This design comes from an exercise in tuning for small area, a short achievable clock period and few clock cycles on the open sky130 flow, not from production work.
The RTL was checked by simulation tests, not by an equivalence proof against the original design.
No activity file was given, so power comes from the tool's default toggle rates.

== wip/maple ==
// cpu
module cpu (
    input  wire        clk,
    input  wire        reset,
    output wire [31:0] imem_addr,
    input  wire [31:0] imem_data,
    output wire [3:0]  dmem_we,
    output wire [11:2] dmem_addr,
    output wire [31:0] dmem_wdata,
    input  wire [31:0] dmem_rdata
);
    reg  [31:0] pc;
    wire [31:0] pc4 = pc + 32'd4;
    wire        redirect;
    wire [31:0] redirect_pc;
    wire [31:0] f_tgt;
    wire        f_pred;
    assign imem_addr = pc;
    always @(posedge clk or posedge reset) begin
        if (reset)
            pc <= 32'h0;
        else
            pc <= redirect ? redirect_pc : f_pred ? f_tgt : pc4;
    end
    wire [31:0] in = imem_data;
    wire [4:0]  opc = in[6:2];
    wire [2:0]  f3 = in[14:12];
    wire f_lui    = (opc == 5'b01101);
    wire f_auipc  = (opc == 5'b00101);
    wire f_jal    = (opc == 5'b11011);
    wire f_jalr   = (opc == 5'b11001);
    wire f_branch = (opc == 5'b11000);
    wire f_load   = (opc == 5'b00000);
    wire f_store  = (opc == 5'b01000);
    wire f_opimm  = (opc == 5'b00100);
    wire f_op     = (opc == 5'b01100);
    wire f_alu    = f_op | f_opimm;
    wire f_wr     = (f_lui | f_auipc | f_jal | f_jalr | f_load | f_alu) && (in[11:7] != 5'd0);
    reg [31:0] f_imm;
    always @(*) begin
        if (f_lui | f_auipc)
            f_imm = {in[31:12], 12'b0};
        else if (f_jal)
            f_imm = {{12{in[31]}}, in[19:12], in[20], in[30:21], 1'b0};
        else if (f_branch)
            f_imm = {{20{in[31]}}, in[7], in[30:25], in[11:8], 1'b0};
        else if (f_store)
            f_imm = {{21{in[31]}}, in[30:25], in[11:7]};
        else
            f_imm = {{21{in[31]}}, in[30:20]};
    end
    assign f_tgt  = pc + f_imm;
    wire   f_same = (in[19:15] == in[24:20]);
    wire   f_bdir = f_same ? ~(f3[0] ^ f3[2]) : in[31];
    assign f_pred = f_jal | (f_branch & f_bdir);
    reg  [31:0] rf [1:31];
    wire [4:0]  f_rs1 = in[19:15];
    wire [4:0]  f_rs2 = in[24:20];
    reg         x_wr, w_wr;
    reg  [4:0]  x_rd, w_rd;
    reg  [31:0] w_data;
    wire [31:0] x_res;
    wire [31:0] f_rv1 = (f_rs1 == 5'd0) ? 32'h0 :
                        (w_wr && f_rs1 == w_rd) ? w_data : rf[f_rs1];
    wire [31:0] f_rv2 = (f_rs2 == 5'd0) ? 32'h0 :
                        (w_wr && f_rs2 == w_rd) ? w_data : rf[f_rs2];
  ...
For scale: roughly 5500 cells after synthesis, ~1200 flip-flops, roughly 140 I/O pins, roughly 61000 um2 of cells after synthesis.
==> flow/config.mk <==
export PLATFORM = sky130hd
export DESIGN_NAME = cpu
export DESIGN_NICKNAME = cpu
export VERILOG_FILES = /design/flow/design.v
export SDC_FILE = /design/flow/constraint.sdc
export NUM_CORES = 4
export LEC_CHECK = 0
export CAP_MARGIN = 20
export CORE_MARGIN = 2
export CORE_UTILIZATION = 40
export SLEW_MARGIN = 20
==> flow/constraint.sdc <==
create_clock -name core_clock -period 10.0 [get_ports {clk}]
set_input_delay 2.0000 -clock core_clock [delete_from_list [all_inputs] [get_ports {clk}]]
set_output_delay 2.0000 -clock core_clock [all_outputs]
set_load 0.01 [all_outputs]
standard.sh (not shown) runs the stock make flow with config.mk's settings and CLKGATE_MAP_FILE= SYNTH_SCRIPT=/design/flow/synth_recipe.tcl, a recipe that flattens the netlist after the stock synthesis.
==> flow/flow/run.sh <==
#!/bin/bash
# The standard layout (standard.sh: the standard synthesis, floorplan,
# placement, CTS and routing, with the standard flow's clock, constraints and settings),
# run with a tighter setup repair target than config.mk can set: the repair
# aims at 6 ns of slack, and only on the worst 5% of the failing endpoints,
# so that it sizes the critical paths without growing every near-critical one.
# make's output goes to flow_make.log; each ORFS step logs under orfs/logs.
set -euo pipefail
bash standard.sh SETUP_SLACK_MARGIN=6 TNS_END_PERCENT=5 finish > flow_make.log 2>&1
Testbench counts of wip/maple, summed over its fixed seeds: cycles 86,159.
> inputs changed (wip/maple -> wip/nickel)
Settings: SETUP_SLACK_MARGIN now 5, previously not set.
==> flow/run.sh (new file) <==
#!/bin/bash
# synth_recipe.tcl (not shown) runs the flow's synth.tcl, then flattens the netlist and writes it again
# the make line also repeats each setting of config.mk as NAME=value (left out here)
make -C /OpenROAD-flow-scripts/flow DESIGN_CONFIG=/design/flow/config.mk WORK_HOME=/design/flow/orfs CLKGATE_MAP_FILE= SYNTH_SCRIPT=/design/flow/synth_recipe.tcl finish
removed: flow/flow/run.sh
removed: flow/standard.sh
==> notes.md <==
wip/nickel finished every stage and its layout cleared the timing, DRC and antenna checks.
Fraction of the cycle the final worst path needs delta for wip/nickel relative to wip/maple: 2.4 points higher
Compared with wip/maple, wip/nickel is the less power-hungry design.
Reported for wip/maple and wip/nickel, post-synthesis cell count turned out identical to the last digit.
For wip/sierra, these inputs were changed with respect to wip/nickel:
Settings: SETUP_SLACK_MARGIN removed (was 5).
==> flow/flow/run.sh (new file) <==
#!/bin/bash
# The standard layout (standard.sh: the standard synthesis, floorplan,
# placement, CTS and routing, with the standard flow's clock, constraints and settings)
# with these changes to how the resizer works:
#  - setup repair aims at 6 ns of slack, on the worst 5% of failing endpoints,
#    so it works on the critical paths without growing every other one;
#  - sizing may swap a gate for one of another footprint (the platform allows
#    only same-footprint swaps, which keeps weak gates on critical paths);
#  - the port buffers are plain buf_4 cells instead of the clock delay buffers
#    the resizer picks by default (which then could only be resized to other
#    delay cells). Every port still gets its own buffer.
# make's output goes to flow_make.log; each ORFS step logs under orfs/logs.
set -euo pipefail
bash standard.sh SETUP_SLACK_MARGIN=6 TNS_END_PERCENT=5 MATCH_CELL_FOOTPRINT=0 \
    "BUFFER_PORTS_ARGS=-buffer_cell sky130_fd_sc_hd__buf_4" finish > flow_make.log 2>&1
==> flow/standard.sh (new file) <==
#!/bin/bash
# synth_recipe.tcl (not shown) runs the flow's synth.tcl, then flattens the netlist and writes it again
# the make line also repeats each setting of config.mk as NAME=value (left out here)
make -C /OpenROAD-flow-scripts/flow DESIGN_CONFIG=/design/flow/config.mk WORK_HOME=/design/flow/orfs CLKGATE_MAP_FILE= SYNTH_SCRIPT=/design/flow/synth_recipe.tcl "${@:-finish}"
removed: flow/run.sh
Buffer and inverter count on the worst path for wip/sierra is lower than for wip/nickel. x_opb[16] as the capturing element of the worst setup path was reported by wip/nickel, and x_opb[6] by wip/sierra. Compared with wip/nickel, in wip/sierra net count after synthesis stayed essentially flat; pin count of the biggest net entering global routing fell by about 1.5%.

what the ideal ports hide:
No port has a modelled driver above. Below, the same layouts with a new extraction and two added sets of constraints. Step 1 assumes that a clkbuf_16 drives the clock port and a buf_2 every other input. Step 2 adds t to the input delays and takes it off the output delays; t is the mean of the earliest and latest rising clock arrival at the registers after step 1. Input paths then give back, and output paths get back, about the clock's delay inside the block. a / b / c = no drivers / after step 1 / after step 2; a / b = the first two.
| run | t, ns | setup slack, ns | latest minus earliest clock arrival (ns) | worst register clock-pin slew, ns | worst data-port slew with drivers (ns) |
|---|---|---|---|---|---|
| wip/maple | 0.875 | 5.093 / 4.992 / 4.515 | 0.058 / 0.058 | 0.07 / 0.07 | 0.20 |
| wip/nickel | 0.842 | 4.851 / 4.888 / 4.047 | 0.061 / 0.061 | 0.07 / 0.07 | 0.11 |
| wip/sierra | 0.846 | 4.872 / 4.913 / 4.067 | 0.069 / 0.069 | 0.07 / 0.07 | 0.07 |
After both steps setup and hold are still met in every run listed. The setup slack of wip/sierra, which loses most, moves by +0.041 ns with the drivers and by -0.805 ns with both steps.
